From an optimization exercise on the open Yosys and OpenROAD flow, aimed at small area; shortcuts taken in it are not production practice.
Only simulation tests tie the RTL to the original design; equivalence was not proved.
Power and IR drop assume default switching activity.

File: flow/config.mk
export PLATFORM = sky130hd
export DESIGN_NAME = tiny_cache_vlog
export DESIGN_NICKNAME = tiny_cache_vlog
export VERILOG_FILES = /design/flow/design.v
export SDC_FILE = /design/flow/constraint.sdc
export NUM_CORES = 4
export LEC_CHECK = 0
export CAP_MARGIN = 0
export CORE_MARGIN = 2
export CORE_UTILIZATION = 70
export GPL_TIMING_DRIVEN = 0
export PLACE_DENSITY = 0.8
export SLEW_MARGIN = 0
File: flow/constraint.sdc
create_clock -name core_clock -period 6.0 [get_ports {clk}]
set_input_delay 1.2000 -clock core_clock [delete_from_list [all_inputs] [get_ports {clk}]]
set_output_delay 1.2000 -clock core_clock [all_outputs]
set_load 0.01 [all_outputs]
File: flow/design.v
module tiny_cache_vlog (
   input        clk,
   input  [7:0] cpu_address,
   input        cpu_rd,
   input        cpu_wr,
   input        reset,
   output       cpuwait,
   output [7:0] memory_address,
   output       memory_rd,
   output       memory_wr,
   input  [7:0] cpu_data_in,
   output [7:0] cpu_data_out,
   input  [7:0] memory_data_in,
   output [7:0] memory_data_out
);
reg st_write, st_miss, st_reset;
reg [7:0]  data_q [0:15];
reg [3:0]  tag_q  [0:15];
reg [15:0] valid;
wire [3:0] idx = cpu_address[3:0];
wire [15:0] sel;
wire [3:0] lo_n, hi_n;    
assign memory_address  = cpu_address;
assign memory_data_out = cpu_data_in;
assign memory_rd       = st_miss;
assign memory_wr       = st_write;
wire st_hit = ~(st_write | st_miss | st_reset);
wire fill   = ~reset & (st_write | st_miss);
wire clear  = ~reset & st_reset;
wire [7:0] fill_data = st_miss ? memory_data_in : cpu_data_in;
reg [7:0] rd_data;
reg [3:0] rd_tag;
reg       rd_valid;
integer k;
always @(*) begin
   rd_data  = 8'd0;
   rd_tag   = 4'd0;
   rd_valid = 1'b0;
   for (k = 0; k < 16; k = k + 1) begin
      rd_data  = rd_data  | ({8{sel[k]}} & data_q[k]);
      rd_tag   = rd_tag   | ({4{sel[k]}} & tag_q[k]);
      rd_valid = rd_valid | (sel[k] & valid[k]);
   end
end
assign cpu_data_out = rd_data;
assign cpuwait = cpu_rd & (~rd_valid | (rd_tag != cpu_address[7:4]));
always @(posedge clk) begin
   st_reset <= reset;
   st_miss  <= ~reset & st_hit & cpuwait;
   st_write <= ~reset & st_hit & ~cpuwait & cpu_wr;
end
genvar i;
generate
   for (i = 0; i < 4; i = i + 1) begin : g_predec
      assign lo_n[i] = (idx[1:0] != i);
      assign hi_n[i] = (idx[3:2] != i);
   end
   for (i = 0; i < 16; i = i + 1) begin : g_line
      wire we;
      tiny_cache_nor2 u_sel (.a(lo_n[i % 4]), .b(hi_n[i / 4]), .y(sel[i]));
      tiny_cache_and2 u_we  (.a(sel[i]), .b(fill), .y(we));
      always @(posedge clk) begin
         if (we) begin
            data_q[i] <= fill_data;
            tag_q[i]  <= cpu_address[7:4];
         end
         valid[i] <= ~clear & (valid[i] | we);
      end
   end
endgenerate
endmodule
module tiny_cache_nor2 (
   input  a,
   input  b,
   output y
);
assign y = ~(a | b);
endmodule
module tiny_cache_and2 (
   input  a,
   input  b,
   output y
);
assign y = a & b;
endmodule
File: flow/flow/run.sh
#!/bin/bash
# Own layout flow: the standard flow (standard.sh) with
#  - an area-oriented ABC script for the combinational logic, with the
#    line select and write-enable gates (modules tiny_cache_nor2 and
#    tiny_cache_and2) mapped on their own,
#  - buf_1 cells as the port buffers,
#  - gate resizing not limited to same-footprint cells,
#  - placement that is not timing-driven, with synthesis buffers removed first,
#  - clock tree synthesis without dummy loads, with clkbuf_4 buffers and clusters of at most 10 sinks.
# Each tool's full output stays in orfs/logs; make's own output goes to
# flow_make.log in the work folder.
set -euo pipefail
W=$(pwd)
export OWN_WORK=$W
export OWN_ABC_SCRIPT=$W/flow/abc_area.script
bash standard.sh \
  SYNTH_SCRIPT=$W/flow/synth.tcl \
  MATCH_CELL_FOOTPRINT=0 \
  "SYNTH_KEEP_MODULES=tiny_cache_nor2 tiny_cache_and2" \
  PRE_GLOBAL_PLACE_TCL=$W/flow/pre_gpl.tcl \
  "BUFFER_PORTS_ARGS=-buffer_cell sky130_fd_sc_hd__buf_1" \
  "CTS_ARGS=-sink_clustering_enable -repair_clock_nets -dont_use_dummy_load -sink_clustering_size 10 -sink_clustering_max_diameter 40 -sink_clustering_buffer sky130_fd_sc_hd__clkbuf_4 -buf_list {sky130_fd_sc_hd__clkbuf_4}" \
  finish > $W/flow_make.log 2>&1
File: flow/flow/abc_area.script
strash
dc2
&get -n
&dch -f
&nf -R 1000
&put
File: flow/flow/pre_gpl.tcl
# Before global placement: take out the buffers synthesis put on the
# port-to-port feedthroughs (timing-driven placement, which would do this,
# is off); buffer_ports then buffers every port as usual.
remove_buffers
File: flow/flow/synth.tcl
# The standard synthesis (synth_recipe.tcl in the work folder), with one
# change: the combinational mapping uses an area-recovering ABC script.
# Registers are mapped before this step, so their names and cells are the
# standard synthesis's.
proc abc {args} {
  set i [lsearch -exact $args -script]
  if {$i >= 0} { lset args [expr {$i + 1}] $::env(OWN_ABC_SCRIPT) }
  yosys abc {*}$args
}
source $::env(OWN_WORK)/synth_recipe.tcl
File: flow/standard.sh
#!/bin/bash
# synth_recipe.tcl (not shown) runs the flow's synth.tcl, then flattens the netlist and writes it again
# the make line also repeats each setting of config.mk as NAME=value (left out here)
make -C /OpenROAD-flow-scripts/flow DESIGN_CONFIG=/design/flow/config.mk WORK_HOME=/design/flow/orfs CLKGATE_MAP_FILE= SYNTH_SCRIPT=/design/flow/synth_recipe.tcl "${@:-finish}"
==> impl_results.md, run 1 <==
* Outcome: complete, no violations
* Overflow after GRT at 0
* Core area at 0.0107 mm2
* Slew headroom at 2.11%
* Post-DP HPWL at 10200 um
* H-tree depth at 1
* Syn Nets at 470
* Antenna cells at 0
* Reg2reg start: st_miss
* Initial core utilization at 71.4%
* Final instance area at 0.00823 mm2
* Mean Syn Cell Area at 17.4 um2
* Final Skew at 47.9 ps
* Startpoint Class: primary input
* Final Critical Period at 5630 ps
* Most common cell in the netlist: edfxtp_1
* Vias at 4656
* Area occupied by multi-input gates at 0.00144 mm2
* WHS at 483 ps
* Total CTS buffers at 25
* CTS max path bufs at 3
* Data required time of the worst path at 4800 ps
* R2R Setup Slk at 2970 ps
* Cts hold-fix bufs at 0
* Share of layout cells above drive strength 1 at 8.59%
* Drt total wl at 18000 um
* Filler cells at 640
* Largest net degree at the start of global routing at 20
* Number of global-route vias before repair at 4548
* Measured slew at the worst slew-check pin at 1470 ps
* Flops & latches, synth at 211
* Critical R2R Capture: tag_q[8][3]
* Residual DRC at 0
* Root Driver: clkbuf_4
* Final Hold Viols at 0
* Hold Path Class: reg -> reg
* I/O Buffers at 54
* Library cells used by synthesis at 25
* Hold Path End: valid[7]
* Max-cap violations at 0
* Sequential area share after synthesis at 80.1%
* Row count at 38
* Final worst-path cycle share at 93.9%
* Per-cell routed wire length at 27.6 um
* Die width at 109 um
* Synth top area cells: edfxtp_1 75%, a222oi_1 6.1%, dfxtp_1 5.0%
* Worst hold start: valid[7]
* Pleak at 2.53 nW
* Most common library cells after synthesis: 192 x edfxtp_1, 57 x nor2_1, 47 x a222oi_1
* Critical path type: in -> out
* Hold Crit Depth at 2
* Initial antenna violation count at 0
* Post-CTS setup buffer count at 0
* Critical Path Sink Type: output port
* Most used DFF post-synth: edfxtp_1
* Register area at 0.00615 mm2
* Crit-path cells: buf_1, or2_0, nor2_1, a22oi_1, nand4_1, nor2_1, xnor2_1, o41ai_1, clkinv_1, buf_1
* Clk sinks at 211
* CTS tree: done
* Async SR Flop Fraction at 0%
* Placed cell areas at 0.00798 mm2
* First-pass GRT wire length at 26400 um
* ANT nets after route at 0
* Max IR drop VDD at 0.000176 V
* Pre-antenna DRT Iters at 6
* Placer Congestion at 0.793
* Finish-stage setup viols at 0
* Critical path peak fanout at 10
* Die height at 109 um
* Area leader, netlist: edfxtp_1
* Area growth, synth to finish at 7.22%
* Slowest stage cell, crit path: nor2_1
* R2r worst-path depth at 3
* Setup TNS at 0 ps
* Fmax achieved at 177 MHz
* Yosys top cell area share at 75.1%
* Cells after synthesis at 442
* Worst skew pair latency at 610 ps
* Final core utilization at 76.6%
* Synth Warn # at 3
* Total Routing Usage GR at 31.9%
* Post-Syn Area at 0.00767 mm2
* Max stage delay on crit path at 900 ps
* Die Area at 0.0118 mm2
* EDFF count, synth at 192
* Initial DRC count at 716
* Crit path arrival time at 4430 ps
* Nets at 542
* Clock slew at reported path FFs at 100 ps
* Vias/cell at 7.14
* Io pins at 55
* Power per cell area at 282 mW/mm2
* Max Slew Vio Count at 0
* RSZ-0062 raised after global routing: no
==> metrics by stage <==
step	total power [mW]	cells	worst slack, ps
after floorplan	1.72	442	1610
after CTS	2.33	649	59.8
final	2.32	652	366
after detailed placement	1.77	624	-34.8
after global placement	1.76	620	143
after global routing	2.40	652	112
==> cell type report <==
class                      count  area share [%]
multi-input combinational    214            17.4
clock buffer                  25            2.28
sequential                   211            74.7
timing repair buffer          61            3.42
tap                          140            2.13
inverter                       1          0.0456
==> cells in the final DEF (no fill, tap or decap) <==
cell,n
mux2_1,8
o41ai_1,1
and4_1,5
xnor2_1,1
and2_0,15
a221oi_1,4
edfxtp_1,192
and3_1,2
and2_1,1
nand3_1,11
nand2_1,21
buf_4,2
dfxtp_1,19
o22ai_1,1
nand2b_1,4
a21oi_1,2
nor2_1,45
or2_0,2
a22o_1,1
buf_1,54
a211o_1,1
a211oi_1,1
nand4_1,6
a22oi_1,22
buf_6,3
nor2b_1,1
a222oi_1,47
clkbuf_4,25
nor2_2,12
buf_8,2
clkinv_1,1
==> routing by layer <==
layer | part of all wire (%) | track usage [%] | vias to the layer above | routed length, um
li1 | - | - | 1962 | -
met1 | 34 | 45.4 | 2248 | 6190
met2 | 47 | 48.4 | 388 | 8430
met3 | 16 | 8.01 | 58 | 2810
met4 | 3.0 | 12.9 | 0 | 543
met5 | 0 | 0 | - | 0
==> per-module statistics from Yosys (local to each module, per instance) <==
module           area (um2)  cells inside
tiny_cache_and2        6.26             1
tiny_cache_nor2        3.75             1
tiny_cache_vlog        7510           410
==> registers in the layout, indices dropped and copies added (netlist names) <==
name,cells
st_write,1
valid,16
tag_q,64
data_q,128
st_reset,1
st_miss,1
==> kinds of logic (layout without fill, tap and decap cells) <==
logic type	Yosys count	in the layout	synth area share [%]
compound gates	80	80	9.39
xor+xnor	1	1	0.114
buf+inv	17	87	1.61
flops	211	211	80.1
mux	8	8	1.17
simple gates	125	125	7.63
==> worst max-delay path by stage <==
stage / from / end
floorplan: cpu_address[1] / cpuwait
global placement: cpu_address[1] / cpuwait
detailed placement: cpu_address[1] / cpuwait
CTS: cpu_address[2] / cpuwait
global route: cpu_address[1] / cpuwait
finish: cpu_address[2] / cpuwait
==> critical path: cells and delay by family <==
family | cells | cell delay [ps]
xor gates and xnor gates | 1 | 130
buffers and inverters | 3 | 430
AOI/OAI and AO/OA | 2 | 1140
and+or+nand+nor | 4 | 1520
==> timing repair <==
item	4_1_cts	5_1_grt
setup endpoints to repair	1	1
gates resized for setup	1	5
pin swaps	0	0
==> report_power, final <==
| part | leakage [nW] | internal [mW] | total [mW] | switching [mW] |
|---|---|---|---|---|
| clock network | 0.115 | 0.192 | 0.585 | 0.394 |
| registers | 1.88 | 1.61 | 1.62 | 0.00365 |
| logic | 0.535 | 0.0360 | 0.120 | 0.0841 |
| total | 2.53 | 1.84 | 2.32 | 0.481 |
==> run 2: changes to the inputs <==
--- a/flow/config.mk
+++ b/flow/config.mk
@@ -7,7 +7,7 @@
 export LEC_CHECK = 0
-export CAP_MARGIN = 0
+export CAP_MARGIN = 10
 export CORE_MARGIN = 2
-export CORE_UTILIZATION = 70
+export CORE_UTILIZATION = 65
 export GPL_TIMING_DRIVEN = 0
-export PLACE_DENSITY = 0.8
-export SLEW_MARGIN = 0
+export PLACE_DENSITY = 0.75
+export SLEW_MARGIN = 10
==> run 2 against run 1 <==
Area after synthesis did not move. Final area rose by 0.35%. Non-clock buffer count did not move. Hold slack barely moved. Register-to-register slack improved by 20 ps. Fmax fell by 0.43%. Clock-buffer cell count did not move. Still clean on timing, DRC and antenna.
==> impl_results.md, run 2 <==
* Outcome: complete, no violations
* Die Area at 0.0127 mm2
* Worst skew pair latency at 590 ps
* Total CTS buffers at 25
* Initial DRC count at 985
* Residual DRC at 0
* Most used DFF post-synth: edfxtp_1
* Flops & latches, synth at 211
* Critical R2R Capture: data_q[8][0]
* Final worst-path cycle share at 94.3%
* Most common cell after layout, fill and taps aside: edfxtp_1
* Final Hold Viols at 0
* EDFF count, synth at 192
* Placer Congestion at 0.777
* Most common library cells after synthesis: 192 x edfxtp_1, 57 x nor2_1, 47 x a222oi_1
* Critical Path Sink Type: output port
* DR WL met2 at 8660 um
* Placed cell count at 629
* Drt total wl at 18500 um
* Clock slew at reported path FFs at 100 ps
* Setup TNS at 0 ps
* Largest registers: data_q x128, tag_q x64, valid x16
* CTS max path bufs at 3
* Nets at 542
* Data required time of the worst path at 4800 ps
* Die height at 113 um
* Vias/cell at 7.11
* Area growth, synth to finish at 7.60%
* Max Slew Vio Count at 0
* Overflow after GRT at 0
* Critical path type: in -> out
* Hold Path Class: reg -> reg
* Finish-stage setup viols at 0
* Total Routing Usage GR at 29.3%
* Met3 Routed Length at 2640 um
* Row count at 39
* Largest Register: data_q
* Slew headroom at 13.6%
* Final Non-Filler Cells at 655
* First-pass GRT wire length at 27100 um
* Core area at 0.0115 mm2
* Final Skew at 27.2 ps
* Share of layout cells above drive strength 1 at 9.38%
* Post-Syn Area at 0.00767 mm2
* Critical path peak fanout at 14
* Per-cell routed wire length at 28.3 um
* Synth Warn # at 3
* H-tree depth at 1
* R2R Setup Slk at 2990 ps
* Pre-antenna DRT Iters at 8
* Io pins at 55
* Top routing layer in use: met4
* M1 WL at 6810 um
* CTS tree: done
* Post-CTS setup buffer count at 0
* Cells after synthesis at 442
* Mean Syn Cell Area at 17.4 um2
* Critical Path Source: cpu_address[1]
* Synth top area cells: edfxtp_1 75%, a222oi_1 6.1%, dfxtp_1 5.0%
* Initial antenna violation count at 0
* Pleak at 2.54 nW
* Fmax achieved at 177 MHz
* Final Critical Period at 5660 ps
* Measured slew at the worst slew-check pin at 1300 ps
* Area leader, netlist: edfxtp_1
* Initial core utilization at 66.9%
* Reg2reg start: st_miss
* Most frequent cells in the layout: 192 x edfxtp_1, 54 x buf_1, 47 x a222oi_1
* Number of flip-flops in the largest register at 128
* Root Driver: clkbuf_4
* Crit path arrival time at 4460 ps
* Die width at 113 um
* Cts hold-fix bufs at 0
* Largest net degree at the start of global routing at 20
* Max IR drop VDD at 0.000223 V
* Antenna cells at 0
* Max-cap violations at 0
* Vias at 4654
* Syn Nets at 470
* Clk sinks at 211
* Power per cell area at 284 mW/mm2
* ANT nets after route at 0
* Startpoint Class: primary input
* RSZ-0062 raised after global routing: no
* I/O Buffers at 54
* Library cells used by synthesis at 25
* Most common cell in the netlist: edfxtp_1
* Sequential area share after synthesis at 80.1%
* CP endpoint: cpuwait
* Async SR Flop Fraction at 0%
* Number of global-route vias before repair at 4485
* R2r worst-path depth at 3
* Yosys top cell area share at 75.1%
* Post-DP HPWL at 10500 um
* PnR Total Power at 2.34 mW
* CTS resizes at 0
-- run 2: cell types whose count changed in the layout (fill, tap and decap cells not counted) --
cell    change
and2_0      -7
and2_1      +7
nor2_1      -4
nor2_2      +4
buf_4       -2
buf_8       +2
-- run 2: per-module statistics from Yosys, one instance, submodules excluded --
module | cells | cell area, um2
tiny_cache_and2 | 1 | 6.26
tiny_cache_vlog | 410 | 7510
tiny_cache_nor2 | 1 | 3.75
-- run 2: area by class of cell --
cell class | count | area [um2]
Clock buffer | 25 | 188
Timing Repair Buffer | 61 | 297
Multi-Input combinational cell | 214 | 1450
Fill cell | 736 | 3210
Tap cell | 143 | 179
Inverter | 1 | 3.75
Sequential cell | 211 | 6150
-- run 2: how the worst min path moves through the flow --
stage                endpoint  slack [ps]       from  cells past startpoint
global placement     valid[2]         450   valid[2]                      2
finish              valid[11]         480  valid[11]                      2
floorplan           valid[12]         440  valid[12]                      2
CTS                 valid[11]         490  valid[11]                      2
detailed placement   valid[6]         460   valid[6]                      2
global route         valid[6]         510   valid[6]                      2
-- run 2: per-layer routing --
layer / track usage (%) / vias to the layer above
li1: - / 1966
met1: 44.7 / 2300
met2: 44.9 / 350
met3: 5.62 / 38
met4: 7.89 / 0
met5: 0 / -
-- run 2: kinds of logic (layout without fill, tap and decap cells) --
group	Yosys count	after routing	synth area share (%)
AOI/OAI and AO/OA	80	80	9.39
xor gates and xnor gates	1	1	0.114
buffers and inverters	17	87	1.61
DFF	211	211	80.1
muxes	8	8	1.17
and+or+nand+nor	125	125	7.63
-- run 2: metrics by stage --
stage | cell area [um2] | hold WS [ps] | worst slack (ps) | utilization, %
6_report | 8260 | 483 | 341 | 72.0
3_5_place_dp | 8050 | 463 | 262 | 70.2
4_1_cts | 8240 | 489 | 195 | 71.9
3_3_place_gp | 7940 | 448 | 94.5 | 69.2
5_1_grt | 8260 | 509 | 211 | 72.0
2_1_floorplan | 7670 | 440 | 1610 | -
-- run 2: power breakdown --
group	switching (mW)	internal, mW	total [mW]
clock network	0.413	0.192	0.605
registers	0.00401	1.61	1.62
logic	0.0842	0.0368	0.121
-- run 2: critical path, cell delays in order --
cell,delay (ps)
buf_1,130
or2_0,360
nor2_2,820
a222oi_1,220
nand2_1,120
a221oi_1,50
nand3_1,120
a221oi_1,70
a21oi_1,200
nand2_1,70
o41ai_1,770
clkinv_1,150
buf_1,160

-- re-timing with driven ports --
Ports are ideal in the flow. The routed layouts listed here were re-timed in OpenROAD. Step 1 (the two cells are an assumption about what drives the block):
set clk [get_ports {clk}]
set_driving_cell -lib_cell sky130_fd_sc_hd__clkbuf_16 $clk
set_driving_cell -lib_cell sky130_fd_sc_hd__buf_2 [delete_from_list [all_inputs] $clk]
Step 2, shift: input delay + t, output delay - t, t = (earliest + latest rising clock arrival at the registers) / 2. This alone moves slack from input paths to output paths. Three values: no drivers, after step 1, after step 2; two values: the first two.
| run | t, ns | setup slack, ns | hold WS [ns] | worst register clock-pin slew, ns | worst data-port slew with drivers (ns) |
|---|---|---|---|---|---|
| run 1 | 0.611 | 0.366 / 0.343 / 0.343 | 0.483 / 0.483 / 0.483 | 0.11 / 0.11 | 0.03 |
| run 2 | 0.614 | 0.341 / 0.318 / 0.318 | 0.483 / 0.483 / 0.483 | 0.11 / 0.11 | 0.03 |
After both steps every run listed still meets setup and hold.
